Context: an optimization exercise on an open-source flow, tuned for small area. The choices shown serve that exercise and are no tape-out recipe. Function was not checked in any run shown here: the RTL went through the layout flow alone. Power and IR drop assume default switching activity.

### design/flow/constraint.sdc
create_clock -name core_clock -period 10.0 [get_ports {clk}]
set_input_delay 2.0000 -clock core_clock [delete_from_list [all_inputs] [get_ports {clk}]]
set_output_delay 2.0000 -clock core_clock [all_outputs]
set_load 0.01 [all_outputs]
### design/flow/design.v
`timescale 1ns / 1ps
module uart_get_32bit_word(
    input  logic        clk, reset,
    input  logic        addr_query,
    input  logic [15:0] addr,
    input  logic        rx,
    output logic        tx,
    output logic        tx_debug,
    output logic        div_clk_debug,
    output logic        rx_debug,
    output logic        query_debug,
    output logic [6:0]  segments,
    output logic [7:0]  anodos
    );
    logic rst;
    assign rst = ~reset;
    logic [7:0] c;
    logic       d;
    logic       c_end, tick, fall;
    assign c_end = c[7] & c[5] & c[1] & c[0];      
    assign tick  = c_end & ~d;
    assign fall  = c_end & d;
    always_ff @(posedge clk) begin
        if (rst | c_end) c <= 8'd0;
        else             c <= c + 8'd1;
        if (rst)         d <= 1'b0;
        else if (c_end)  d <= ~d;
    end
    logic [15:0] e;
    logic        d1, e_end, step;
    logic [2:0]  digit;
    assign e_end = e[15] & e[14] & e[9] & e[8] & e[6] & e[3] & e[2] & e[1] & e[0];  
    assign step  = e_end & ~d1;
    always_ff @(posedge clk) begin
        if (rst | e_end) e <= 16'd0;
        else             e <= e + 16'd1;
        if (rst)         d1 <= 1'b0;
        else if (e_end)  d1 <= ~d1;
        if (rst)         digit <= 3'd0;
        else if (step)   digit <= digit + 3'd1;
    end
    logic       pb_aux, pb_sync;
    logic [2:0] ps, ps_n;
    logic       pulse;
    assign ps_n[0] = pb_sync & (ps[0] | ~ps[1]);
    assign ps_n[1] = ps[0] & (pb_sync | ps[2]);
    assign ps_n[2] = ps[1] & ps[0] & (pb_sync | ps[2]);
    assign pulse   = ps[1] & ~ps[2];
    always_ff @(posedge clk) begin
        if (rst) begin
            pb_aux  <= 1'b0;
            pb_sync <= 1'b0;
        end else if (tick) begin
            pb_aux  <= addr_query;
            pb_sync <= pb_aux;
        end
        if (rst)       ps <= 3'd0;
        else if (fall) ps <= ps_n;
    end
    localparam logic [3:0] T_STOP = 4'd0, T_FINAL = 4'd1, T_IDLE = 4'd2,
                           T_LOAD = 4'd4, T_PRE = 4'd6;
    logic [3:0] tc;
    logic [4:0] tcnt;
    logic [1:0] tb;
    logic [7:0] tdata;
    logic       tbit_end;
    assign tbit_end = &tcnt;
    always_ff @(posedge clk) begin
        if (rst) tc <= T_IDLE;
        else if (tick) begin
            case (tc)
                T_IDLE:  if (pulse) tc <= T_LOAD;
                T_FINAL, T_LOAD, 4'd5, T_PRE: tc <= tc + 4'd1;
                T_STOP:  if (tbit_end) tc <= (tb == 2'd3) ? T_FINAL : T_LOAD;
                default: if (tbit_end) tc <= tc + 4'd1;
            endcase
        end
        if (tick) begin
            tcnt <= (tc == T_PRE) ? 5'd0 : tcnt + 5'd1;
            if (tc == T_IDLE) tb <= 2'd0;
            else if (tc == T_STOP && tbit_end) tb <= tb + 2'd1;
            if (tc == T_LOAD)
                tdata <= (tb == 2'd0) ? addr[7:0] : (tb == 2'd1) ? addr[15:8] : 8'd0;
        end
    end
    assign tx = tc[3] ? tdata[tc[2:0]] : ~(tc[2] & tc[1] & tc[0]);
    localparam logic [8:0] R_IDLE = 9'd304;
    logic [8:0] rp;
    logic       r_wait, r_samp, r_end;
    logic [7:0] rbyte;
    assign r_wait = rp[8] & rp[5] & rp[4] & rp[0];           
    assign r_samp = tick & (rp[4:0] == 5'd15);
    assign r_end  = r_samp & rp[8] & rp[5];                  
    always_ff @(posedge clk) begin
        if (rst) rp <= R_IDLE;
        else if (tick) begin
            if (r_wait) begin
                if (~rx) rp <= 9'd0;
            end else rp <= rp + 9'd1;
        end
        for (int i = 0; i < 8; i++)
            if (r_samp && rp[8:5] == 4'(i + 1)) rbyte[i] <= rx;
    end
    logic [2:0]  ws;
    logic [31:0] word;
    always_ff @(posedge clk) begin
        if (rst) ws <= 3'd0;
        else if (r_end && (ws[0] || rbyte == {6'd0, ws[2:1]} + 8'd1)) ws <= ws + 3'd1;
        for (int k = 0; k < 4; k++)
            if (rst) word[8*k +: 8] <= 8'd0;
            else if (tick && !r_end && ws == 3'(2*k + 1)) word[8*k +: 8] <= rbyte;
    end
    logic [3:0] nib;
    assign nib = word[4*digit +: 4];
    always_comb begin
        case (nib)
            4'd0:  segments = ~7'b1111110;
            4'd1:  segments = ~7'b0110000;
            4'd2:  segments = ~7'b1101101;
            4'd3:  segments = ~7'b1111001;
            4'd4:  segments = ~7'b0110011;
            4'd5:  segments = ~7'b1011011;
            4'd6:  segments = ~7'b1011111;
            4'd7:  segments = ~7'b1110000;
            4'd8:  segments = ~7'b1111111;
            4'd9:  segments = ~7'b1111011;
            4'd10: segments = ~7'b1110111;
            4'd11: segments = ~7'b0011111;
            4'd12: segments = ~7'b1001110;
            4'd13: segments = ~7'b0111101;
            4'd14: segments = ~7'b1001111;
            default: segments = ~7'b1000111;
        endcase
    end
    assign anodos = ~(8'd1 << digit);
    assign tx_debug      = tx;
    assign rx_debug      = rx;
    assign div_clk_debug = d;
    assign query_debug   = pulse;
endmodule
### design/flow/run.sh
#!/bin/bash
# synth_recipe.tcl (not shown) runs the flow's synth.tcl, then flattens the netlist and writes it again
# the make line also repeats each setting of config.mk as NAME=value (left out here)
make -C /OpenROAD-flow-scripts/flow DESIGN_CONFIG=/design/flow/config.mk WORK_HOME=/design/flow/orfs CLKGATE_MAP_FILE= SYNTH_SCRIPT=/design/flow/synth_recipe.tcl finish
### design/flow/config.mk
export PLATFORM = sky130hd
export DESIGN_NAME = uart_get_32bit_word
export DESIGN_NICKNAME = uart_get_32bit_word
export VERILOG_FILES = /design/flow/design.v
export SDC_FILE = /design/flow/constraint.sdc
export NUM_CORES = 4
export LEC_CHECK = 0
export CAP_MARGIN = 20
export CORE_MARGIN = 2
export CORE_UTILIZATION = 40
export SLEW_MARGIN = 20
==> run summary, run 1 <==
Pwr:
- IR analysis of the VDD net gives a maximum drop of 0.0863 mV.
- Summing internal, switching and leakage power gives between 0.0008 and 0.0009 W.
- The analysis attributes to cell leakage a power of 2.38 nW.
- In this run the power density over the cells is roughly 130 mW/mm^2.

STA:
- Subtracting the final worst setup slack from the clock period gives 5.27 ns.
- The number of hold violations in the final report is 0.
- The pin slew with the least headroom to its limit is ~0.66 ns.
- The setup TNS is 0 ns.
- In the post-route analysis, the smallest setup slack over all paths is approximately 4.7 ns.
- The final max-slew violation count came to 0.
- For the final database, setup skew stands at 0.00753 ns.
- The number of endpoints failing setup at the final stage is 0.
- Static timing analysis puts the maximum clock frequency at 190 MHz.
- Setup repair after global routing left no endpoint under its margin.
- The post-route clock period utilization is 0.527.
- The remaining max-slew budget at the tightest pin is 0.555.

CTS:
- The number of buffers added by the clock tree synthesis step is 9.
- The number of gates resized after CTS is 0.
- After clock tree synthesis, the clock-pin slew on the worst setup and hold paths is 0.07 ns.
- For this design, the CTS-stage hold fixing added 0 buffers.
- The TritonCTS clock tree is built.
- The insertion delay to the later sink of the worst-skew pair is 0.35 ns.
- The cell at the root of the clock tree is sky130_fd_sc_hd__clkbuf_16.
- The H-tree generated during clock tree synthesis spans 3 levels.
- The clock sink count is 105.
- No sink is reached through more buffers than the 2 on the longest clock path.
- Post-CTS timing repair inserted 0 buffers for setup.

Hold path:
- Along the worst hold path, the cell count comes to 2.
- In this run the worst hold path is classified as register to register.
- The start point of the worst min-delay path is pb_aux$_SDFFE_PN0N_.
- For hold timing, the worst endpoint is pb_sync$_SDFFE_PN0N_.

Synthesis:
- The cell area that synthesis handed to floorplanning was 0.00538 mm^2.
- Yosys attributes the largest share of cell area to sky130_fd_sc_hd__dfxtp_1 (31%), sky130_fd_sc_hd__edfxtp_1 (13%), sky130_fd_sc_hd__mux2i_1 (7.8%), sky130_fd_sc_hd__ha_1 (7.0%), sky130_fd_sc_hd__nor2b_1 (4.3%).
- The commonest cells after synthesis are sky130_fd_sc_hd__dfxtp_1 (82), sky130_fd_sc_hd__nand2_1 (52), sky130_fd_sc_hd__nor2_1 (45).
- Averaged over all synthesized cells, the footprint is 9.92 um^2.
- The area fraction of the dominant cell type after synthesis is 0.305.
- The commonest register cell after synthesis is sky130_fd_sc_hd__dfxtp_1.
- Synthesis inferred ~110 register bits.
- The number of warning messages in the yosys log is 1.
- The instance count of the mapped netlist is 542.
- In the post-synthesis netlist, the cell with the most instances is sky130_fd_sc_hd__dfxtp_1.
- For this run, the register share of the synthesized area comes to 0.434.
- Counting flops with an async set or reset pin after synthesis yields a share of 0.
- In this run, synthesis inferred 23 flip-flops with an integrated enable.
- After synthesis, the netlist uses 57 different library cells.
- Summed over all instances, the cell type with the most area after synthesis is sky130_fd_sc_hd__dfxtp_1.
- Synthesis produced a netlist with a net count of 592.

Drt:
- For this block, wires on met1 add up to 4.82 mm.
- The count of vias placed by the detailed router is 3809.
- The count of nets left with antenna violations once routing finished came out at 0.
- The post-detailed-route DRC marker count is 0.
- Summed over all nets, wire length on met3 after detailed routing comes to around 270 um.
- Signal routing reaches up to met4.
- The total iterations of the first detailed-routing run is 4.
- The total detailed-routing wirelength is 10.1 mm.
- After the first detailed-routing iteration, the DRC count stood at 106.
- After detailed routing, the average wire length per cell comes to 13.5 um.
- The routed design uses between 4 and 5 mm of met2 wire.
- The detailed-route vias per instance is 5.10.

Setup path:
- Walking the worst path, the cells encountered are clkdlybuf4s50_1 > clkdlybuf4s50_1.
- In this run the worst path has a maximum fanout of 11.
- The kind of cell with the highest combined delay along the critical path is buffers and inverters.
- On the worst path, the slowest cell contributes a delay of 0.67 ns.
- By instance count, the cell type seen most on the critical path is sky130_fd_sc_hd__clkdlybuf4s50_1.
- The critical path contains buffers and inverters numbering 2 combined.
- The worst register-to-register path has a depth of 8.
- The required time of the critical path is approximately 8 ns.
- The startpoint kind of the worst setup timing path is a primary input.
- The reg-to-reg critical path startpoint is rp[0]$_SDFFE_PN0P_.
- The worst setup path is captured at an output port.
- The slowest stage of the critical path is the sky130_fd_sc_hd__clkdlybuf4s50_1 cell.
- The worst reg-to-reg setup slack is around 7.4 ns.
- STA puts the critical path data arrival time at approximately 3.3 ns.
- The critical path is of the primary input to output port type.
- In this run the critical register-to-register path is captured at word[23]$_SDFFE_PN0P_.

Floorplan:
- The floorplan step defined a die boundary enclosing 0.0144 mm^2.
- The initial utilization of the core area, before any placement, comes to 0.408.
- In this run the horizontal extent of the chip is 120 um.
- The boundary pin count is 40.
- The count of standard-cell rows is 42.
- The vertical die dimension is 120 um.
- The area inside the core boundary is 0.0132 mm^2.

GRT:
- Global routing finished with a remaining overflow of 0.
- The largest net degree at the start of global routing is 56.
- The number of antenna violations at the first check in global routing is 0.
- The first global-routing pass estimated 17.7 mm of wire.
- The number of global-route vias before repair is 3821.
- The overall fraction of global-route tracks in use is 0.149.

Final layout:
- The final layout contains 616 nets.
- Of the cells placed in the final design, the portion with a size suffix greater than 1 is 0.0490.
- Compared with the post-synthesis result, the final layout area differs by 14.7%.
- The count of fill cells added during filler insertion is 1246.
- The final core utilization is 0.467.
- The final design area excluding fillers is 0.00617 mm^2.
- The number of antenna diodes in the final layout is 0.

Placed design:
- Routability-driven placement finished with a final weighted congestion of between 0.8 and 0.9.
- The count of buffers inserted at the top-level ports is 39.
- Timing analysis after detailed placement gives a worst setup slack of 4.71 ns.
- The sum of net half-perimeters after detailed placement is 7.12 mm.
- The total placed instance area is 0.00586 mm^2.

Run:
- The max-capacitance violation count is 0.

Run status:
- The flow ran to the end and the layout has no timing, DRC or antenna violations.
worst max path at each step:
stage	startpoint	slack, ns	end	cells past startpoint
global placement	rx	4.72	rx_debug	2
floorplan	rx	5.88	rx_debug	1
detailed placement	rx	4.71	rx_debug	2
CTS	digit[0]$_SDFFE_PN0P_	4.69	segments[2]	7
global route	digit[0]$_SDFFE_PN0P_	4.51	segments[0]	7
finish	rx	4.73	rx_debug	2
worst min-delay path, stage by stage, from the launching register on:
cell	delay, ns
sky130_fd_sc_hd__dfxtp_1	0.31
sky130_fd_sc_hd__nand2_1	0.05
sky130_fd_sc_hd__a21oi_1	0.05
registers in the layout, indices dropped and copies added, names as in the netlist, 4 cells and up:
register  flops
tdata         8
word         32
e            16
tc            4
rp            9
rbyte         8
c             8
tcnt          5
layout by cell type, fill, tap and decap left out, types with 3 or more instances in the layout:
master	Yosys	layout
sky130_fd_sc_hd__mux4_1	8	8
sky130_fd_sc_hd__nand2_1	52	52
sky130_fd_sc_hd__xor2_1	17	17
sky130_fd_sc_hd__a211oi_1	3	3
sky130_fd_sc_hd__and3_1	14	14
sky130_fd_sc_hd__nor2b_1	37	37
sky130_fd_sc_hd__nand3b_1	3	3
sky130_fd_sc_hd__edfxtp_1	23	23
sky130_fd_sc_hd__xnor2_1	9	9
sky130_fd_sc_hd__nor3_1	9	9
sky130_fd_sc_hd__and2_1	9	9
sky130_fd_sc_hd__nand4_1	7	7
sky130_fd_sc_hd__o211ai_1	3	3
sky130_fd_sc_hd__o21ai_0	19	19
sky130_fd_sc_hd__mux2i_1	42	42
sky130_fd_sc_hd__clkdlybuf4s50_1	0	39
sky130_fd_sc_hd__nor2_1	45	45
sky130_fd_sc_hd__clkbuf_16	0	11
sky130_fd_sc_hd__ha_1	30	30
sky130_fd_sc_hd__inv_1	21	21
sky130_fd_sc_hd__a21boi_0	6	6
sky130_fd_sc_hd__nand3_1	18	18
sky130_fd_sc_hd__a31oi_1	3	3
sky130_fd_sc_hd__dfxtp_1	82	82
sky130_fd_sc_hd__a21oi_1	13	13
sky130_fd_sc_hd__nor4_1	4	4
power by group:
group,switching (W),internal [W]
sequential,0.00000437,0.000435
combinational,0.00000907,0.0000123
clock,0.000155,0.000201
kinds of logic after synthesis:
logic type               synth area share
adder cells (fa/ha/maj)            0.0698
flip-flops                          0.434
AO/OA/AOI/OAI                      0.0740
XOR/XNOR                           0.0424
AND/OR/NAND/NOR                     0.206
buffers and inverters              0.0410
multiplexers                        0.133
per-layer routing:
layer,track usage,vias up
li1,-,1948
met2,0.260,52
met3,0.0285,12
met5,0,-
met1,0.184,1797
met4,0.0522,0
metrics by stage:
stage,std cells,hold WS [ns]
3_5_place_dp,731,0.447
4_1_cts,747,0.457
5_1_grt,747,0.488
2_1_floorplan,542,0.426
6_report,747,0.452
3_3_place_gp,731,0.438
layout make-up:
type | count | area [um^2] | share of cell area
clock buffer | 12 | 279 | 0.0453
clock inverter | 4 | 31.3 | 0.00507
inverter | 22 | 82.6 | 0.0134
multi-input combinational | 388 | 2820 | 0.458
sequential | 105 | 2330 | 0.378
tap | 176 | 220 | 0.0357
timing repair buffer | 40 | 398 | 0.0645
==> inputs of run 2 (changes only) <==
--- a/design/flow/design.v
+++ b/design/flow/design.v
@@ -106,10 +106,12 @@
     always_ff @(posedge clk) begin
         if (rst) ws <= 3'd0;
         else if (r_end && (ws[0] || rbyte == {6'd0, ws[2:1]} + 8'd1)) ws <= ws + 3'd1;
+    end
+    logic [7:0] wdata;
+    assign wdata = rbyte & {8{reset}};
+    always_ff @(posedge clk)
         for (int k = 0; k < 4; k++)
-            if (rst) word[8*k +: 8] <= 8'd0;
-            else if (tick && !r_end && ws == 3'(2*k + 1)) word[8*k +: 8] <= rbyte;
-    end
+            if (rst || (tick && !r_end && ws == 3'(2*k + 1))) word[8*k +: 8] <= wdata;
     logic [3:0] nib;
     assign nib = word[4*digit +: 4];
     always_comb begin
--- a/design/flow/config.mk
+++ b/design/flow/config.mk
@@ -8,4 +8,5 @@
 export CAP_MARGIN = 20
 export CORE_MARGIN = 2
 export CORE_UTILIZATION = 40
+export CTS_BUF_LIST = sky130_fd_sc_hd__clkbuf_8
 export SLEW_MARGIN = 20
==> run summary, run 2 <==
STA:
- The remaining max-slew budget at the tightest pin is 0.560 (was 0.555).
- Unrepaired setup endpoints after global routing: no (unchanged).
- The worst-case clock skew is 0.0157 ns (was 0.00753 ns).
- The setup TNS is 0 ns (unchanged).
- The final max-slew violation count was 0 (unchanged).
- The number of hold violations in the final report is 0 (unchanged).
- The pin slew with the least headroom to its limit is 0.659 ns (was 0.655 ns).
- The clock period minus worst slack is 5.40 ns (was 5.27 ns).
- The smallest setup slack after layout came to 4.60 ns (was 4.73 ns).
- The post-route clock period utilization is 0.540 (was 0.527).
- The number of endpoints failing setup at the final stage was 0 (unchanged).
- The peak clock frequency supported by timing came to 185 MHz (was 190 MHz).
- The worst-case hold slack is 0.472 ns (was 0.452 ns).

Floorplan:
- The boundary pin count was 40 (unchanged).
- The area inside the core boundary is 0.0126 mm^2 (was 0.0132 mm^2).
- The die area is 0.0137 mm^2 (was 0.0144 mm^2).
- The initial core utilization is 0.407 (was 0.408).
- The vertical die dimension is 117 um (was 120 um).
- The width of the chip is 117 um (was 120 um).
- The count of standard-cell rows was 41 (was 42).

Synthesis:
- The number of warning messages in the yosys log is 1 (unchanged).
- The area fraction of the dominant cell type after synthesis was 0.323 (was 0.305).
- The parity-gate share of the synthesized area counting xor and xnor cells is 0.0531 (was 0.0424).
- The mean instance size in the synthesized netlist was 10.7 um^2 (was 9.92 um^2).
- The instance count of the mapped netlist came to 476 (was 542).
- The async set or reset register ratio after synthesis is 0 (unchanged).
- The commonest register cell after synthesis is sky130_fd_sc_hd__edfxtp_1 (was sky130_fd_sc_hd__dfxtp_1).
- The share of the synthesized area in compound gates (AO/OA/AOI/OAI) is 0.0683 (was 0.0740).
- The register bit total from synthesis is 105 (unchanged).
- Commonest cells in the netlist: sky130_fd_sc_hd__nand2_1 (59), sky130_fd_sc_hd__edfxtp_1 (55), sky130_fd_sc_hd__nor2_1 (54) (was sky130_fd_sc_hd__dfxtp_1 (82), sky130_fd_sc_hd__nand2_1 (52), sky130_fd_sc_hd__nor2_1 (45)).
- The simple-gate portion of the synthesized area is 0.180 (was 0.206).
- The number of distinct library cell variants in the gate-level netlist after synthesis is 53 (was 57).
- The most common cell in the synthesized netlist is sky130_fd_sc_hd__nand2_1 (was sky130_fd_sc_hd__dfxtp_1).
- The dominant combinational cell family by area after synthesis is simple AND/OR/NAND/NOR gates (unchanged).
- The mux cell area share after synthesis came to 0.0715 (was 0.133).
- The fraction of the yosys area taken by sequential cells came to 0.519 (was 0.434).
- The number of enable-type register cells in the synthesized netlist was 55 (was 23).
- The number of nets in the synthesized netlist is 526 (was 592).
- The combined area of all synthesized cells is 0.00511 mm^2 (was 0.00538 mm^2).
- The fraction of the mapped netlist area in adder cells is 0.0734 (was 0.0698).
- The leading area contributor after synthesis is sky130_fd_sc_hd__edfxtp_1 (was sky130_fd_sc_hd__dfxtp_1).
- Leading cell types by total area after synthesis: sky130_fd_sc_hd__edfxtp_1 (32%), sky130_fd_sc_hd__dfxtp_1 (20%), sky130_fd_sc_hd__ha_1 (7.3%), sky130_fd_sc_hd__mux4_2 (4.4%), sky130_fd_sc_hd__nand2_1 (4.3%) (was sky130_fd_sc_hd__dfxtp_1 (31%), sky130_fd_sc_hd__edfxtp_1 (13%), sky130_fd_sc_hd__mux2i_1 (7.8%), sky130_fd_sc_hd__ha_1 (7.0%), sky130_fd_sc_hd__nor2b_1 (4.3%)).

Final layout:
- The final design area excluding fillers is 0.00590 mm^2 (was 0.00617 mm^2).
- The register name with the most flops is word (unchanged).
- The area growth from synthesis to layout is 15.4% (was 14.7%).
- The sequential cell area is 0.00265 mm^2 (was 0.00233 mm^2).
- The count of fill cells added during filler insertion is 1157 (was 1246).
- The layout cell share with drive strength beyond 1 is 0.0716 (was 0.0490).
- The leading cell type in the layout, fill and taps excluded is sky130_fd_sc_hd__nand2_1 (was sky130_fd_sc_hd__dfxtp_1).
- The number of nets in the final layout is 562 (was 616).
- Most used cells in the layout excluding fill and tap cells: sky130_fd_sc_hd__nand2_1 (59), sky130_fd_sc_hd__edfxtp_1 (55), sky130_fd_sc_hd__nor2_1 (54), sky130_fd_sc_hd__dfxtp_1 (50), sky130_fd_sc_hd__clkdlybuf4s50_1 (39) (was sky130_fd_sc_hd__dfxtp_1 (82), sky130_fd_sc_hd__nand2_1 (52), sky130_fd_sc_hd__nor2_1 (45), sky130_fd_sc_hd__mux2i_1 (42), sky130_fd_sc_hd__clkdlybuf4s50_1 (39)).
- The number of antenna diodes is 0 (unchanged).
- The flip-flop count of the largest register, all copies and words added is 32 (unchanged).
- The multi-input logic area is 0.00228 mm^2 (was 0.00282 mm^2).
- Largest registers: word x32, e x16, rp x9 (unchanged).

Setup path:
- The reg-to-reg critical path startpoint was c[0]$_SDFF_PP0_ (was rp[0]$_SDFFE_PN0P_).
- Cell-by-cell listing of the critical path: mux4_2 > mux2i_1 > inv_1 > ha_1 > inv_1 > nor2_1 > nand3b_1 > o21a_1 > clkdlybuf4s50_1 (was clkdlybuf4s50_1 > clkdlybuf4s50_1).
- The type of the worst setup path is register to output port (was primary input to output port).
- The worst reg-to-reg setup slack is 7.49 ns (was 7.38 ns).
- The cell repeated most along the worst path was sky130_fd_sc_hd__inv_1 (was sky130_fd_sc_hd__clkdlybuf4s50_1).
- The required time of the critical path is 8.00 ns (about the same).
- The startpoint kind of the worst setup timing path is a register (was primary input).
- The maximum fanout along the worst path came to 12 (was 11).
- The reg-to-reg critical path endpoint is word[8]$_DFFE_PP_ (was word[23]$_SDFFE_PN0P_).
- The delay of the slowest cell on the worst path is 0.76 ns (was 0.67 ns).
- The data arrival time at the worst-slack endpoint came to 3.40 ns (was 3.27 ns).
- The cell with the biggest individual delay on the critical path was sky130_fd_sc_hd__dfxtp_1 (was sky130_fd_sc_hd__clkdlybuf4s50_1).
- The type of destination of the critical path is an output port (unchanged).
- The cell depth of the worst flop-to-flop path is 6 (was 8).

Drt:
- The detailed-route vias per instance is 4.96 (was 5.10).
- The first-iteration detailed-routing DRC count is 128 (was 106).
- The total iterations of the first detailed-routing run is 4 (unchanged).
- The post-detailed-route DRC marker count came to 0 (unchanged).
- The average wire per cell in the routed design came to 12.7 um (was 13.5 um).
- The number of nets still failing antenna checks after routing is 0 (unchanged).
- The count of vias placed by the detailed router is 3420 (was 3809).
- The total detailed-routing wirelength came to 8.74 mm (was 10.1 mm).

Placed design:
- The placer congestion estimate is 0.813 (was 0.833).
- The total placed instance area is 0.00565 mm^2 (was 0.00586 mm^2).
- The pre-CTS worst setup slack is 4.67 ns (was 4.71 ns).
- The sum of net half-perimeters after detailed placement came to 6.30 mm (was 7.12 mm).
- The count of buffers inserted at the top-level ports is 39 (unchanged).

CTS:
- The number of buffers added by the clock tree synthesis step is 9 (unchanged).
- The clock sink count is 105 (unchanged).
- The number of H-tree levels is 3 (unchanged).
- The hold buffer count at CTS was 0 (unchanged).
- The buffer count from post-CTS setup fixing is 0 (unchanged).
- The cell at the root of the clock tree is sky130_fd_sc_hd__clkbuf_8 (was sky130_fd_sc_hd__clkbuf_16).
- The clock transition time at the flip-flop clock pins of the worst setup and hold paths is 0.10 ns (was 0.07 ns).
- The number of gates resized after CTS was 0 (unchanged).
- The worst-case clock buffer depth was 2 (unchanged).
- The insertion delay to the later sink of the worst-skew pair is 0.37 ns (was 0.35 ns).
- The TritonCTS clock tree is built (unchanged).

Pwr:
- The internal power consumption was 0.000658 W (was 0.000647 W).
- The fraction of power spent switching nets is 0.198 (was 0.207).
- The share of power burned in registers is 0.568 (was 0.538).
- The total power consumption of the routed design is 0.000821 W (was 0.000816 W).
- The clock network fraction of total power is 0.376 (was 0.436).
- The fraction of power consumed by combinational cells came to 0.056 (was 0.026).
- The net load switching power is 0.000163 W (was 0.000169 W).
- The static leakage power is 2.14 nW (was 2.38 nW).
- The maximum VDD drop is 0.0771 mV (was 0.0863 mV).
- The power per standard cell area is 139 mW/mm^2 (was 132 mW/mm^2).

GRT:
- The number of antenna violations at the first check in global routing is 0 (unchanged).
- The leftover overflow at the end of global routing is 0 (unchanged).
- The largest net degree at the start of global routing came to 31 (was 56).
- The number of global-route vias before repair came to 3279 (was 3821).
- The first-pass GRT wire length is 14.8 mm (was 17.7 mm).
- The overall fraction of global-route tracks in use is 0.136 (was 0.149).

Hold path:
- The type of the most critical hold path was register to register (unchanged).
- The count of cells along the worst hold path is 2 (unchanged).
- The start point of the worst min-delay path was pb_aux$_SDFFE_PN0P_ (was pb_aux$_SDFFE_PN0N_).
- The endpoint with the worst hold slack was pb_sync$_SDFFE_PN0P_ (was pb_sync$_SDFFE_PN0N_).

Run:
- The max-capacitance violation count is 0 (unchanged).

Run status:
- Result of the run: finished clean (unchanged).
==> run 2: cell types whose count changed in the layout (fill, tap and decap cells not counted), sizes merged, moves of 3 or more <==
cell and delta:
nand2 +7, and2 +4, edfxtp +32, and3 -3, xnor2 +5, nor2 +9, nor2b -33, dfxtp -32
a21boi -7, bufinv +3, o21ai -4, mux2i -34
==> run 2: layout make-up <==
class | count | area share
clock buffers | 10 | 0.0233
clock inverters | 6 | 0.0182
inverters | 24 | 0.0153
multi-input cells | 330 | 0.387
flip-flops and latches | 105 | 0.450
well taps | 172 | 0.0365
repair buffers | 42 | 0.0700
==> run 2: through the flow <==
stage | util | cells
2_1_floorplan | - | 476
3_3_place_gp | 0.450 | 673
3_5_place_dp | 0.450 | 673
4_1_cts | 0.469 | 689
5_1_grt | 0.469 | 689
6_report | 0.469 | 689
==> run 2: metal layers <==
metal  track usage  part of all wire  up-vias
met5             0                 0        -
met2         0.235              0.48       59
met3        0.0206             0.031       11
met1         0.170              0.47     1609
li1              -                 -     1741
met4        0.0565             0.019        0
==> run 2: worst max-delay path, delay by kind of cell (launching register included) <==
kind,cells,cell delay [ns]
AOI/OAI and AO/OA,1,0.11
adders and majority gates,1,0.23
buffers and inverters,3,0.70
DFF,1,0.76
muxes,2,1.00
and+or+nand+nor,2,0.23
==> run 2: worst max-delay path by stage <==
stage                                     start          end  cells past startpoint
final                     digit[0]$_SDFFE_PN0P_  segments[3]                      9
after global routing      digit[0]$_SDFFE_PN0P_  segments[3]                      9
after CTS                 digit[0]$_SDFFE_PN0P_  segments[3]                      9
after detailed placement                     rx     rx_debug                      2
after global placement                       rx     rx_debug                      2
after floorplan                              rx     rx_debug                      1
==> run 2: cell families after synthesis <==
| group | Yosys count |
|---|---|
| and+or+nand+nor | 195 |
| DFF | 105 |
| AOI/OAI and AO/OA | 53 |
| buffers and inverters | 41 |
| xor gates and xnor gates | 31 |
| adders and majority gates | 30 |
| muxes | 21 |
==> run 2: power groups by stage <==
stage	Combinational, W	Clock (W)	Sequential [W]
global route	0.0000501	0.000332	0.000468
global placement	0.0000447	0	0.000476
finish	0.0000456	0.000309	0.000466
CTS	0.0000460	0.000318	0.000467
floorplan	0.0000260	0	0.000475
detailed placement	0.0000460	0	0.000477
==> inputs of run 3 (changes only) <==
==> design/flow/flow/run.sh (new file) <==
#!/bin/bash
# Standard ORFS layout with smaller port buffers and no CTS dummy loads.
set -e
ls -la > ls.log
cat standard.sh > standard_copy.log
export BUFFER_PORTS_ARGS="-buffer_cell sky130_fd_sc_hd__buf_1"
export CTS_ARGS="-sink_clustering_enable -repair_clock_nets -buf_list sky130_fd_sc_hd__clkbuf_8 -dont_use_dummy_load"
bash standard.sh > standard.log 2>&1
==> design/flow/standard.sh (new file) <==
#!/bin/bash
# synth_recipe.tcl (not shown) runs the flow's synth.tcl, then flattens the netlist and writes it again
# the make line also repeats each setting of config.mk as NAME=value (left out here)
make -C /OpenROAD-flow-scripts/flow DESIGN_CONFIG=/design/flow/config.mk WORK_HOME=/design/flow/orfs CLKGATE_MAP_FILE= SYNTH_SCRIPT=/design/flow/synth_recipe.tcl "${@:-finish}"
removed: design/flow/run.sh
==> run summary, run 3 <==
Run status:
- Result of the run: finished clean (unchanged).

GRT:
- The largest net degree at the start of global routing is 31 (unchanged).
- The overall fraction of global-route tracks in use is 0.132 (was 0.136).
- The number of global-route vias before repair was 3234 (was 3279).
- The leftover overflow at the end of global routing was 0 (unchanged).
- The first-pass GRT wire length is 14.6 mm (was 14.8 mm).
- The number of antenna violations at the first check in global routing is 0 (unchanged).

Final layout:
- The area growth from synthesis to layout is 8.18% (was 15.4%).
- The leading cell type in the layout, fill and taps excluded is sky130_fd_sc_hd__nand2_1 (unchanged).
- The layout cell share with drive strength beyond 1 is 0.0608 (was 0.0716).
- The flip-flop count of the largest register, all copies and words added is 32 (unchanged).
- The final core utilization is 0.440 (was 0.469).
- The number of antenna diodes is 0 (unchanged).
- The multi-input logic area was 0.00228 mm^2 (unchanged).
- The sequential cell area is 0.00265 mm^2 (unchanged).
- The number of nets in the final layout is 562 (unchanged).
- The count of fill cells added during filler insertion came to 1216 (was 1157).
- Largest registers: word x32, e x16, rp x9 (unchanged).
- Most used cells in the layout excluding fill and tap cells: sky130_fd_sc_hd__nand2_1 (59), sky130_fd_sc_hd__edfxtp_1 (55), sky130_fd_sc_hd__nor2_1 (54), sky130_fd_sc_hd__dfxtp_1 (50), sky130_fd_sc_hd__buf_1 (39) (was sky130_fd_sc_hd__nand2_1 (59), sky130_fd_sc_hd__edfxtp_1 (55), sky130_fd_sc_hd__nor2_1 (54), sky130_fd_sc_hd__dfxtp_1 (50), sky130_fd_sc_hd__clkdlybuf4s50_1 (39)).
- The final design area excluding fillers is 0.00553 mm^2 (was 0.00590 mm^2).
- The register name with the most flops is word (unchanged).

Synthesis:
- The leading area contributor after synthesis was sky130_fd_sc_hd__edfxtp_1 (unchanged).
- The number of nets in the synthesized netlist is 526 (unchanged).
- The number of warning messages in the yosys log was 1 (unchanged).
- Leading cell types by total area after synthesis: sky130_fd_sc_hd__edfxtp_1 (32%), sky130_fd_sc_hd__dfxtp_1 (20%), sky130_fd_sc_hd__ha_1 (7.3%), sky130_fd_sc_hd__mux4_2 (4.4%), sky130_fd_sc_hd__nand2_1 (4.3%) (unchanged).
- The mean instance size in the synthesized netlist is 10.7 um^2 (unchanged).
- Commonest cells in the netlist: sky130_fd_sc_hd__nand2_1 (59), sky130_fd_sc_hd__edfxtp_1 (55), sky130_fd_sc_hd__nor2_1 (54) (unchanged).
- The area fraction of the dominant cell type after synthesis is 0.323 (unchanged).
- The combined area of all synthesized cells is 0.00511 mm^2 (unchanged).
- The most common cell in the synthesized netlist is sky130_fd_sc_hd__nand2_1 (unchanged).
- The register bit total from synthesis is 105 (unchanged).
- The fraction of the yosys area taken by sequential cells is 0.519 (unchanged).
- The commonest register cell after synthesis is sky130_fd_sc_hd__edfxtp_1 (unchanged).
- The number of enable-type register cells in the synthesized netlist is 55 (unchanged).
- The number of distinct library cell variants in the gate-level netlist after synthesis came to 53 (unchanged).
- The instance count of the mapped netlist came to 476 (unchanged).
- The async set or reset register ratio after synthesis is 0 (unchanged).

Drt:
- The first-iteration detailed-routing DRC count came to 142 (was 128).
- The total detailed-routing wirelength is 8.41 mm (was 8.74 mm).
- The post-detailed-route DRC marker count is 0 (unchanged).
- The detailed-route vias per instance is 4.96 (about the same).
- The total iterations of the first detailed-routing run is 4 (unchanged).
- The count of vias placed by the detailed router is 3382 (was 3420).
- The average wire per cell in the routed design is 12.3 um (was 12.7 um).
- The number of nets still failing antenna checks after routing is 0 (unchanged).

CTS:
- The number of H-tree levels came to 3 (unchanged).
- The buffer count from post-CTS setup fixing was 0 (unchanged).
- The cell at the root of the clock tree is sky130_fd_sc_hd__clkbuf_8 (unchanged).
- The TritonCTS clock tree was built (unchanged).
- The hold buffer count at CTS is 0 (unchanged).
- The worst-case clock buffer depth is 2 (unchanged).
- The clock transition time at the flip-flop clock pins of the worst setup and hold paths is 0.08 ns (was 0.10 ns).
- The clock sink count is 105 (unchanged).
- The number of gates resized after CTS is 0 (unchanged).
- The number of buffers added by the clock tree synthesis step came to 9 (unchanged).
- The insertion delay to the later sink of the worst-skew pair was 0.34 ns (was 0.37 ns).

STA:
- The pin slew with the least headroom to its limit is 0.679 ns (was 0.659 ns).
- The peak clock frequency supported by timing is 201 MHz (was 185 MHz).
- The worst-case clock skew is 0.0225 ns (was 0.0157 ns).
- The remaining max-slew budget at the tightest pin is 0.547 (was 0.560).
- The smallest setup slack after layout is 5.02 ns (was 4.60 ns).
- The setup TNS is 0 ns (unchanged).
- The number of hold violations in the final report was 0 (unchanged).
- The clock period minus worst slack came to 4.98 ns (was 5.40 ns).
- The post-route clock period utilization is 0.498 (was 0.540).
- The number of endpoints failing setup at the final stage came to 0 (unchanged).
- The worst-case hold slack came to 0.464 ns (was 0.472 ns).
- Unrepaired setup endpoints after global routing: no (unchanged).
- The final max-slew violation count is 0 (unchanged).

Setup path:
- The type of destination of the critical path was an output port (unchanged).
- The delay of the slowest cell on the worst path is 0.76 ns (about the same).
- The type of the worst setup path is register to output port (unchanged).
- The startpoint kind of the worst setup timing path is a register (unchanged).
- The cell with the biggest individual delay on the critical path is sky130_fd_sc_hd__dfxtp_1 (unchanged).
- The data arrival time at the worst-slack endpoint came to 2.98 ns (was 3.40 ns).
- The maximum fanout along the worst path came to 12 (unchanged).
- The cell repeated most along the worst path is sky130_fd_sc_hd__inv_1 (unchanged).
- The required time of the critical path is 8.00 ns (about the same).
- Cell-by-cell listing of the critical path: mux4_2 > mux2i_1 > inv_1 > ha_1 > inv_1 > nor2_1 > nand3b_1 > o21a_1 > buf_1 (was mux4_2 > mux2i_1 > inv_1 > ha_1 > inv_1 > nor2_1 > nand3b_1 > o21a_1 > clkdlybuf4s50_1).

Floorplan:
- The die area is 0.0137 mm^2 (unchanged).
- The vertical die dimension is 117 um (unchanged).
- The initial core utilization is 0.407 (unchanged).
- The count of standard-cell rows is 41 (unchanged).
- The width of the chip is 117 um (unchanged).
- The area inside the core boundary came to 0.0126 mm^2 (unchanged).
- The boundary pin count is 40 (unchanged).

Pwr:
- The maximum VDD drop is 0.0656 mV (was 0.0771 mV).
- The static leakage power was 1.97 nW (was 2.14 nW).
- The power per standard cell area is 127 mW/mm^2 (was 139 mW/mm^2).

Placed design:
- The pre-CTS worst setup slack is 5.33 ns (was 4.67 ns).
- The placer congestion estimate was 0.742 (was 0.813).
- The count of buffers inserted at the top-level ports was 39 (unchanged).
- The sum of net half-perimeters after detailed placement is 6.15 mm (was 6.30 mm).
- The total placed instance area is 0.00541 mm^2 (was 0.00565 mm^2).

Run:
- The max-capacitance violation count is 0 (unchanged).

Hold path:
- The type of the most critical hold path is register to register (unchanged).
-- run 3: cell counts after synthesis --
Identical to the previous run, type by type.
-- run 3: power breakdown --
part	internal [W]	total, W	switching (W)
Combinational	0.0000148	0.0000365	0.0000217
Sequential	0.000462	0.000467	0.00000453
Clock	0.0000811	0.000199	0.000118
Total	0.000558	0.000702	0.000144
-- run 3: worst max-delay path: cells and delay by family, from the launching register on --
family | cells | cell delay [ns]
buf+inv | 3 | 0.34
simple gates | 2 | 0.23
fa+ha+maj | 1 | 0.22
flops | 1 | 0.76
mux | 2 | 0.98
compound gates | 1 | 0.10
-- run 3: cell families after synthesis --
family | after synthesis | share of synthesized area
AOI/OAI and AO/OA | 53 | 0.0683
adders and majority gates | 30 | 0.0734
muxes | 21 | 0.0715
buffers and inverters | 41 | 0.0348
DFF | 105 | 0.519
xor gates and xnor gates | 31 | 0.0531
and+or+nand+nor | 195 | 0.180
-- run 3: final timing paths --
check,from,to,slack [ns],cells after the start
hold / removal,pb_aux$_SDFFE_PN0P_,pb_sync$_SDFFE_PN0P_,0.46,2
hold reg to reg,pb_aux$_SDFFE_PN0P_,pb_sync$_SDFFE_PN0P_,0.46,2
setup / recovery,digit[0]$_SDFFE_PN0P_,segments[3],5.02,9
setup reg to reg,c[0]$_SDFF_PP0_,word[16]$_DFFE_PP_,7.17,7
-- run 3: cell type report --
type,count,area share
inverter,24,0.0163
clock buffer,9,0.0224
multi-input combinational,330,0.413
sequential,105,0.480
timing repair buffer,42,0.0301
tap,172,0.0389
-- run 3: metrics by stage --
stage	power, W	cells
after floorplan	0.000501	476
after global placement	0.000512	672
after detailed placement	0.000514	673
after CTS	0.000710	682
after global routing	0.000733	682
final	0.000702	682
-- run 3: routing by layer --
metal / part of all wire / track usage
met1: 0.50 / 0.183
met2: 0.46 / 0.216
met3: 0.030 / 0.0263
met4: 0.0056 / 0.0282
met5: 0 / 0
==> inputs of run 4 (changes only) <==
==> design/flow/flow/run.sh (replaced) <==
#!/bin/bash
# Standard ORFS layout with smaller port buffers and no CTS dummy loads.
set -e
ls -la > ls.log
cat standard.sh > standard_copy.log
export BUFFER_PORTS_ARGS="-buffer_cell sky130_fd_sc_hd__buf_1"
export CTS_ARGS="-sink_clustering_enable -repair_clock_nets -buf_list sky130_fd_sc_hd__clkbuf_8 -sink_clustering_size 25 -sink_clustering_max_diameter 80 -dont_use_dummy_load"
bash standard.sh > standard.log 2>&1
==> run summary, run 4 <==
Final layout:
- The final design area excluding fillers came to 0.00553 mm^2 (unchanged).
- The register name with the most flops is word (unchanged).
- The layout cell share with drive strength beyond 1 was 0.0608 (unchanged).
- The sequential cell area came to 0.00265 mm^2 (unchanged).
- The multi-input logic area was 0.00228 mm^2 (unchanged).
- The count of fill cells added during filler insertion is 1216 (unchanged).
- The final instance count without filler cells is 682 (unchanged).
- Largest registers: word x32, e x16, rp x9 (unchanged).
- Most used cells in the layout excluding fill and tap cells: sky130_fd_sc_hd__nand2_1 (59), sky130_fd_sc_hd__edfxtp_1 (55), sky130_fd_sc_hd__nor2_1 (54), sky130_fd_sc_hd__dfxtp_1 (50), sky130_fd_sc_hd__buf_1 (39) (unchanged).
- The flip-flop count of the largest register, all copies and words added came to 32 (unchanged).
- The area growth from synthesis to layout is 8.18% (unchanged).
- The leading cell type in the layout, fill and taps excluded is sky130_fd_sc_hd__nand2_1 (unchanged).
- The number of antenna diodes came to 0 (unchanged).
- The number of nets in the final layout is 562 (unchanged).

Run status:
- Result of the run: finished clean (unchanged).

CTS:
- The clock transition time at the flip-flop clock pins of the worst setup and hold paths was 0.08 ns (about the same).
- The clock sink count is 105 (unchanged).
- The number of H-tree levels came to 3 (unchanged).
- The buffer count from post-CTS setup fixing came to 0 (unchanged).
- The number of buffers added by the clock tree synthesis step is 9 (unchanged).
- The number of gates resized after CTS is 0 (unchanged).
- The insertion delay to the later sink of the worst-skew pair is 0.34 ns (about the same).
- The hold buffer count at CTS is 0 (unchanged).
- The worst-case clock buffer depth is 2 (unchanged).
- The TritonCTS clock tree is built (unchanged).
- The cell at the root of the clock tree is sky130_fd_sc_hd__clkbuf_8 (unchanged).

Placed design:
- The total placed instance area is 0.00541 mm^2 (unchanged).
- The number of cells in the design after placement is 673 (unchanged).
- The placer congestion estimate came to 0.742 (unchanged).
- The sum of net half-perimeters after detailed placement is 6.15 mm (unchanged).
- The pre-CTS worst setup slack is 5.33 ns (unchanged).
- The count of buffers inserted at the top-level ports is 39 (unchanged).

GRT:
- The number of global-route vias before repair was 3234 (unchanged).
- The first-pass GRT wire length is 14.6 mm (unchanged).
- The global routing usage on met3 came to 0.0263 (unchanged).
- The leftover overflow at the end of global routing was 0 (unchanged).
- The number of antenna violations at the first check in global routing is 0 (unchanged).
- The met1 track demand over resource in global routing is 0.183 (unchanged).
- The overall fraction of global-route tracks in use is 0.132 (unchanged).
- The met2 track demand over resource is 0.216 (unchanged).
- The largest net degree at the start of global routing is 31 (unchanged).
- The layer with the highest usage after global routing is met2 (unchanged).

Synthesis:
- The share of the synthesized area in compound gates (AO/OA/AOI/OAI) is 0.0683 (unchanged).
- The leading area contributor after synthesis is sky130_fd_sc_hd__edfxtp_1 (unchanged).
- The parity-gate share of the synthesized area counting xor and xnor cells is 0.0531 (unchanged).
- The number of nets in the synthesized netlist is 526 (unchanged).
- The number of warning messages in the yosys log is 1 (unchanged).
- Leading cell types by total area after synthesis: sky130_fd_sc_hd__edfxtp_1 (32%), sky130_fd_sc_hd__dfxtp_1 (20%), sky130_fd_sc_hd__ha_1 (7.3%), sky130_fd_sc_hd__mux4_2 (4.4%), sky130_fd_sc_hd__nand2_1 (4.3%) (unchanged).
- The async set or reset register ratio after synthesis came to 0 (unchanged).
- The most common cell in the synthesized netlist is sky130_fd_sc_hd__nand2_1 (unchanged).
- The fraction of the yosys area taken by sequential cells is 0.519 (unchanged).
- The number of enable-type register cells in the synthesized netlist is 55 (unchanged).
- The area fraction of the dominant cell type after synthesis is 0.323 (unchanged).
- The fraction of the mapped netlist area in adder cells is 0.0734 (unchanged).
- The register bit total from synthesis came to 105 (unchanged).
- The number of distinct library cell variants in the gate-level netlist after synthesis is 53 (unchanged).
- Commonest cells in the netlist: sky130_fd_sc_hd__nand2_1 (59), sky130_fd_sc_hd__edfxtp_1 (55), sky130_fd_sc_hd__nor2_1 (54) (unchanged).
- The mean instance size in the synthesized netlist was 10.7 um^2 (unchanged).
- The commonest register cell after synthesis was sky130_fd_sc_hd__edfxtp_1 (unchanged).
- The combined area of all synthesized cells is 0.00511 mm^2 (unchanged).
- The dominant combinational cell family by area after synthesis is simple AND/OR/NAND/NOR gates (unchanged).
- The instance count of the mapped netlist came to 476 (unchanged).
- The simple-gate portion of the synthesized area is 0.180 (unchanged).
- The mux cell area share after synthesis is 0.0715 (unchanged).

Floorplan:
- The count of standard-cell rows came to 41 (unchanged).
- The boundary pin count came to 40 (unchanged).
- The initial core utilization is 0.407 (unchanged).
- The area inside the core boundary is 0.0126 mm^2 (unchanged).
- The width of the chip came to 117 um (unchanged).
- The die area is 0.0137 mm^2 (unchanged).
- The vertical die dimension is 117 um (unchanged).

STA:
- The worst-case clock skew is 0.0225 ns (unchanged).
- The smallest setup slack after layout came to 5.02 ns (unchanged).
- The clock period minus worst slack is 4.98 ns (unchanged).
- The post-route clock period utilization was 0.498 (unchanged).
- The setup TNS came to 0 ns (unchanged).
- The number of hold violations in the final report was 0 (unchanged).
- The remaining max-slew budget at the tightest pin is 0.547 (unchanged).
- The final max-slew violation count is 0 (unchanged).
- The pin slew with the least headroom to its limit is 0.679 ns (unchanged).
- The number of endpoints failing setup at the final stage came to 0 (unchanged).
- The peak clock frequency supported by timing is 201 MHz (unchanged).
- Unrepaired setup endpoints after global routing: no (unchanged).

Setup path:
- The data arrival time at the worst-slack endpoint is 2.98 ns (about the same).
- The maximum fanout along the worst path is 12 (unchanged).
- The startpoint kind of the worst setup timing path is a register (unchanged).
- The delay of the slowest cell on the worst path is 0.76 ns (about the same).
- The worst reg-to-reg setup slack is 7.17 ns (about the same).
- The reg-to-reg critical path endpoint is word[16]$_DFFE_PP_ (unchanged).
- The cell repeated most along the worst path is sky130_fd_sc_hd__inv_1 (unchanged).
- The reg-to-reg critical path startpoint was c[0]$_SDFF_PP0_ (unchanged).
- The type of the worst setup path is register to output port (unchanged).
- The type of destination of the critical path is an output port (unchanged).
- The cell depth of the worst flop-to-flop path came to 7 (unchanged).
- The required time of the critical path is 8.00 ns (about the same).
- Cell-by-cell listing of the critical path: mux4_2 > mux2i_1 > inv_1 > ha_1 > inv_1 > nor2_1 > nand3b_1 > o21a_1 > buf_1 (unchanged).
- The cell with the biggest individual delay on the critical path is sky130_fd_sc_hd__dfxtp_1 (unchanged).

Drt:
- The detailed-route vias per instance is 4.96 (unchanged).
- The total detailed-routing wirelength is 8.41 mm (unchanged).
- The total iterations of the first detailed-routing run is 4 (unchanged).
- The number of nets still failing antenna checks after routing is 0 (unchanged).
- The average wire per cell in the routed design came to 12.3 um (unchanged).
- The first-iteration detailed-routing DRC count is 142 (unchanged).
- The post-detailed-route DRC marker count was 0 (unchanged).
- The count of vias placed by the detailed router is 3382 (unchanged).

Pwr:
- The total power consumption of the routed design is 0.000702 W (unchanged).
- The maximum VDD drop is 0.0656 mV (unchanged).
- The power per standard cell area is 127 mW/mm^2 (unchanged).
- The static leakage power is 1.97 nW (unchanged).

Run:
- The max-capacitance violation count is 0 (unchanged).

Hold path:
- The endpoint with the worst hold slack is pb_sync$_SDFFE_PN0P_ (unchanged).
- The start point of the worst min-delay path is pb_aux$_SDFFE_PN0P_ (unchanged).
- The count of cells along the worst hold path was 2 (unchanged).
- The type of the most critical hold path is register to register (unchanged).
==> run 4: final cells by class <==
class                   count  share of cell area
flip-flops and latches    105               0.480
multi-input cells         330               0.413
well taps                 172              0.0389
repair buffers             42              0.0301
clock buffers               9              0.0224
inverters                  24              0.0163
==> run 4: worst max-delay path by stage <==
stage / start / to / slack [ns] / depth (start not counted)
3_5_place_dp: digit[0]$_SDFFE_PN0P_ / segments[3] / 5.33 / 9
4_1_cts: digit[0]$_SDFFE_PN0P_ / segments[3] / 4.95 / 9
6_report: digit[0]$_SDFFE_PN0P_ / segments[3] / 5.02 / 9
5_1_grt: digit[0]$_SDFFE_PN0P_ / segments[3] / 4.77 / 9
3_3_place_gp: digit[0]$_SDFFE_PN0P_ / segments[3] / 5.43 / 9
2_1_floorplan: rx / rx_debug / 5.88 / 1
==> run 4: cell families after synthesis <==
family / after synthesis
AOI/OAI and AO/OA: 53
xor gates and xnor gates: 31
adders and majority gates: 30
buffers and inverters: 41
DFF: 105
muxes: 21
and+or+nand+nor: 195
==> run 4: critical path: cells and delay by family, from the launching register on <==
family,cells,cell delay [ns]
muxes,2,0.98
DFF,1,0.76
AOI/OAI and AO/OA,1,0.10
buffers and inverters,3,0.34
adders and majority gates,1,0.22
and+or+nand+nor,2,0.23
==> run 4: routing by layer <==
layer,up-vias,wire length [um],part of all wire
met5,-,0,0
met4,0,47,0.0056
met3,7,254,0.030
met2,60,3890,0.46
met1,1582,4210,0.50
li1,1733,-,-
==> run 4: stage by stage <==
step	hold slack (ns)	util
after floorplan	0.430	-
after global placement	0.438	0.430
after detailed placement	0.449	0.430
after CTS	0.461	0.440
after global routing	0.475	0.440
final	0.464	0.440
==> run 4: report_power, final <==
| group | internal [W] | switching [W] | total, W |
|---|---|---|---|
| registers | 0.000462 | 0.00000453 | 0.000467 |
| clock network | 0.0000811 | 0.000118 | 0.000199 |
| logic | 0.0000148 | 0.0000217 | 0.0000365 |
==> inputs of run 5 (changes only) <==
==> design/flow/flow/run.sh (replaced) <==
#!/bin/bash
# Standard ORFS layout with smaller port buffers and no CTS dummy loads.
set -e
ls -la > ls.log
cat standard.sh > standard_copy.log
export BUFFER_PORTS_ARGS="-buffer_cell sky130_fd_sc_hd__buf_1"
export CTS_ARGS="-sink_clustering_enable -repair_clock_nets -buf_list sky130_fd_sc_hd__clkbuf_4 -root_buf sky130_fd_sc_hd__clkbuf_8 -dont_use_dummy_load"
bash standard.sh > standard.log 2>&1
==> run summary, run 5 <==
Run status:
- Result of the run: finished clean (unchanged).

STA:
- Unrepaired setup endpoints after global routing: no (unchanged).
- The peak clock frequency supported by timing is 201 MHz (unchanged).
- The clock period minus worst slack is 4.98 ns (unchanged).
- The smallest setup slack after layout is 5.02 ns (unchanged).
- The setup TNS is 0 ns (unchanged).
- The worst-case hold slack came to 0.464 ns (unchanged).
- The post-route clock period utilization came to 0.498 (unchanged).
- The remaining max-slew budget at the tightest pin came to 0.547 (unchanged).
- The final max-slew violation count is 0 (unchanged).
- The pin slew with the least headroom to its limit is 0.679 ns (unchanged).
- The number of endpoints failing setup at the final stage is 0 (unchanged).
- The worst-case clock skew came to 0.0225 ns (unchanged).
- The number of hold violations in the final report is 0 (unchanged).

Synthesis:
- The area fraction of the dominant cell type after synthesis is 0.323 (unchanged).
- The async set or reset register ratio after synthesis was 0 (unchanged).
- The number of nets in the synthesized netlist is 526 (unchanged).
- The commonest register cell after synthesis is sky130_fd_sc_hd__edfxtp_1 (unchanged).
- The fraction of the yosys area taken by sequential cells is 0.519 (unchanged).
- Commonest cells in the netlist: sky130_fd_sc_hd__nand2_1 (59), sky130_fd_sc_hd__edfxtp_1 (55), sky130_fd_sc_hd__nor2_1 (54) (unchanged).
- The instance count of the mapped netlist was 476 (unchanged).
- The combined area of all synthesized cells is 0.00511 mm^2 (unchanged).
- The number of distinct library cell variants in the gate-level netlist after synthesis came to 53 (unchanged).
- Leading cell types by total area after synthesis: sky130_fd_sc_hd__edfxtp_1 (32%), sky130_fd_sc_hd__dfxtp_1 (20%), sky130_fd_sc_hd__ha_1 (7.3%), sky130_fd_sc_hd__mux4_2 (4.4%), sky130_fd_sc_hd__nand2_1 (4.3%) (unchanged).
- The number of enable-type register cells in the synthesized netlist is 55 (unchanged).
- The number of warning messages in the yosys log came to 1 (unchanged).
- The most common cell in the synthesized netlist is sky130_fd_sc_hd__nand2_1 (unchanged).
- The leading area contributor after synthesis is sky130_fd_sc_hd__edfxtp_1 (unchanged).
- The mean instance size in the synthesized netlist is 10.7 um^2 (unchanged).
- The register bit total from synthesis is 105 (unchanged).

GRT:
- The leftover overflow at the end of global routing is 0 (unchanged).
- The largest net degree at the start of global routing was 31 (unchanged).
- The overall fraction of global-route tracks in use was 0.132 (unchanged).
- The first-pass GRT wire length is 14.6 mm (unchanged).
- The number of global-route vias before repair is 3234 (unchanged).
- The number of antenna violations at the first check in global routing is 0 (unchanged).

Final layout:
- Most used cells in the layout excluding fill and tap cells: sky130_fd_sc_hd__nand2_1 (59), sky130_fd_sc_hd__edfxtp_1 (55), sky130_fd_sc_hd__nor2_1 (54), sky130_fd_sc_hd__dfxtp_1 (50), sky130_fd_sc_hd__buf_1 (39) (unchanged).
- The area growth from synthesis to layout is 8.18% (unchanged).
- The sequential cell area is 0.00265 mm^2 (unchanged).
- The register name with the most flops is word (unchanged).
- The count of fill cells added during filler insertion is 1216 (unchanged).
- The number of antenna diodes is 0 (unchanged).
- The number of nets in the final layout is 562 (unchanged).
- The flip-flop count of the largest register, all copies and words added was 32 (unchanged).
- The multi-input logic area is 0.00228 mm^2 (unchanged).
- The final core utilization is 0.440 (unchanged).
- The leading cell type in the layout, fill and taps excluded was sky130_fd_sc_hd__nand2_1 (unchanged).
- The layout cell share with drive strength beyond 1 came to 0.0608 (unchanged).
- Largest registers: word x32, e x16, rp x9 (unchanged).

Setup path:
- The cell with the biggest individual delay on the critical path is sky130_fd_sc_hd__dfxtp_1 (unchanged).
- The reg-to-reg critical path endpoint is word[16]$_DFFE_PP_ (unchanged).
- The reg-to-reg critical path startpoint is c[0]$_SDFF_PP0_ (unchanged).
- The count of buffering cells on the critical path with inverters included is 3 (unchanged).
- The delay of the slowest cell on the worst path came to 0.76 ns (about the same).
- The kind of cell with the highest combined delay on the critical path is multiplexers (unchanged).
- Cell-by-cell listing of the critical path: mux4_2 > mux2i_1 > inv_1 > ha_1 > inv_1 > nor2_1 > nand3b_1 > o21a_1 > buf_1 (unchanged).
- The cell depth of the worst flop-to-flop path is 7 (unchanged).
- The critical path depth is 9 (unchanged).
- The data arrival time at the worst-slack endpoint came to 2.98 ns (about the same).
- The worst reg-to-reg setup slack was 7.17 ns (about the same).
- The cell repeated most along the worst path was sky130_fd_sc_hd__inv_1 (unchanged).
- The required time of the critical path is 8.00 ns (about the same).
- The startpoint kind of the worst setup timing path is a register (unchanged).
- The type of the worst setup path is register to output port (unchanged).
- The type of destination of the critical path was an output port (unchanged).
- The maximum fanout along the worst path came to 12 (unchanged).

CTS:
- The cell at the root of the clock tree is sky130_fd_sc_hd__clkbuf_8 (unchanged).
- The hold buffer count at CTS came to 0 (unchanged).
- The number of gates resized after CTS is 0 (unchanged).
- The worst-case clock buffer depth was 2 (unchanged).
- The number of H-tree levels is 3 (unchanged).
- The TritonCTS clock tree is built (unchanged).
- The number of buffers added by the clock tree synthesis step is 9 (unchanged).
- The insertion delay to the later sink of the worst-skew pair came to 0.34 ns (about the same).
- The clock sink count is 105 (unchanged).
- The buffer count from post-CTS setup fixing is 0 (unchanged).
- The clock transition time at the flip-flop clock pins of the worst setup and hold paths is 0.08 ns (about the same).

Placed design:
- The placer congestion estimate is 0.742 (unchanged).
- The sum of net half-perimeters after detailed placement is 6.15 mm (unchanged).
- The pre-CTS worst setup slack is 5.33 ns (unchanged).
- The count of buffers inserted at the top-level ports is 39 (unchanged).

Floorplan:
- The count of standard-cell rows is 41 (unchanged).
- The boundary pin count came to 40 (unchanged).
- The width of the chip is 117 um (unchanged).
- The area inside the core boundary came to 0.0126 mm^2 (unchanged).
- The vertical die dimension is 117 um (unchanged).
- The die area is 0.0137 mm^2 (unchanged).
- The initial core utilization is 0.407 (unchanged).

Drt:
- The detailed-route vias per instance is 4.96 (unchanged).
- The post-detailed-route DRC marker count was 0 (unchanged).
- The number of nets still failing antenna checks after routing is 0 (unchanged).
- The total detailed-routing wirelength is 8.41 mm (unchanged).
- The total iterations of the first detailed-routing run is 4 (unchanged).
- The count of vias placed by the detailed router was 3382 (unchanged).
- The first-iteration detailed-routing DRC count was 142 (unchanged).
- The average wire per cell in the routed design is 12.3 um (unchanged).

Hold path:
- The type of the most critical hold path is register to register (unchanged).
- The endpoint with the worst hold slack is pb_sync$_SDFFE_PN0P_ (unchanged).
- The start point of the worst min-delay path is pb_aux$_SDFFE_PN0P_ (unchanged).
- The count of cells along the worst hold path is 2 (unchanged).

Pwr:
- The maximum VDD drop is 0.0656 mV (unchanged).
- The static leakage power is 1.97 nW (unchanged).
- The power per standard cell area came to 127 mW/mm^2 (unchanged).

Run:
- The max-capacitance violation count came to 0 (unchanged).
## run 5: cell counts after synthesis
No cell type changed its count.
## run 5: how the worst max path moves through the flow
| stage | start | slack [ns] | end |
|---|---|---|---|
| 2_1_floorplan | rx | 5.88 | rx_debug |
| 3_3_place_gp | digit[0]$_SDFFE_PN0P_ | 5.43 | segments[3] |
| 3_5_place_dp | digit[0]$_SDFFE_PN0P_ | 5.33 | segments[3] |
| 4_1_cts | digit[0]$_SDFFE_PN0P_ | 4.95 | segments[3] |
| 5_1_grt | digit[0]$_SDFFE_PN0P_ | 4.77 | segments[3] |
| 6_report | digit[0]$_SDFFE_PN0P_ | 5.02 | segments[3] |
## run 5: worst reg2reg max path: cells and delay by family (launching register included)
| family | cells | cell delay [ns] |
|---|---|---|
| flip-flops | 1 | 0.44 |
| AO/OA/AOI/OAI | 1 | 0.45 |
| AND/OR/NAND/NOR | 4 | 1.04 |
| buffers and inverters | 2 | 0.62 |
## run 5: cells by family after synthesis
family | share of synthesized area
flip-flops | 0.519
XOR/XNOR | 0.0531
multiplexers | 0.0715
AND/OR/NAND/NOR | 0.180
adder cells (fa/ha/maj) | 0.0734
AO/OA/AOI/OAI | 0.0683
buffers and inverters | 0.0348
## run 5: layout make-up
class                      count  share of cell area
clock buffer                   9              0.0224
inverter                      24              0.0163
timing repair buffer          42              0.0301
tap                          172              0.0389
multi-input combinational    330               0.413
sequential                   105               0.480
## run 5: routing by layer
layer	global-route usage	vias up	routed length, um
li1	-	1733	-
met1	0.183	1582	4210
met2	0.216	60	3890
met3	0.0263	7	254
met4	0.0282	0	47
met5	0	-	0
## run 5: report_power, final
part	switching [W]	leakage [nW]	internal [W]	total (W)
combinational	0.0000217	0.996	0.0000148	0.0000365
sequential	0.00000453	0.909	0.000462	0.000467
clock	0.000118	0.0647	0.0000811	0.000199
## run 5: through the flow
| stage | cells | area (um^2) | power (W) |
|---|---|---|---|
| 6_report | 682 | 5530 | 0.000702 |
| 5_1_grt | 682 | 5530 | 0.000733 |
| 4_1_cts | 682 | 5530 | 0.000710 |
| 3_5_place_dp | 673 | 5410 | 0.000514 |
| 3_3_place_gp | 672 | 5400 | 0.000512 |
| 2_1_floorplan | 476 | 5110 | 0.000501 |

-- afterwards: timing with drivers on the ports --
The results above use ideal ports. As a check the final layouts listed here were re-extracted and re-timed, cells and wires unchanged. Step 1 assumes that a clkbuf_16 drives the clock port and a buf_2 every other input. Step 2 times the ports against the registers' clock, not the clock port: input delays grow and output delays shrink by t, the midpoint of the rising clock arrivals with the driver on. Three values: ideal ports, drivers, drivers and shift; two values: the first two.
run	t (ns)	slack for setup (ns)	pins driven straight from the clock port
run 1	0.380	4.728 / 4.705 / 4.706	1
run 2	0.394	4.598 / 4.565 / 4.678	1
run 3	0.363	5.023 / 4.991 / 5.354	1
run 4	0.363	5.023 / 4.991 / 5.354	1
run 5	0.363	5.023 / 4.991 / 5.354	1
After both steps every run listed still meets setup and hold. For run 1, which loses most, drivers alone change the setup slack by -0.023 ns; drivers and shift together by -0.022 ns.
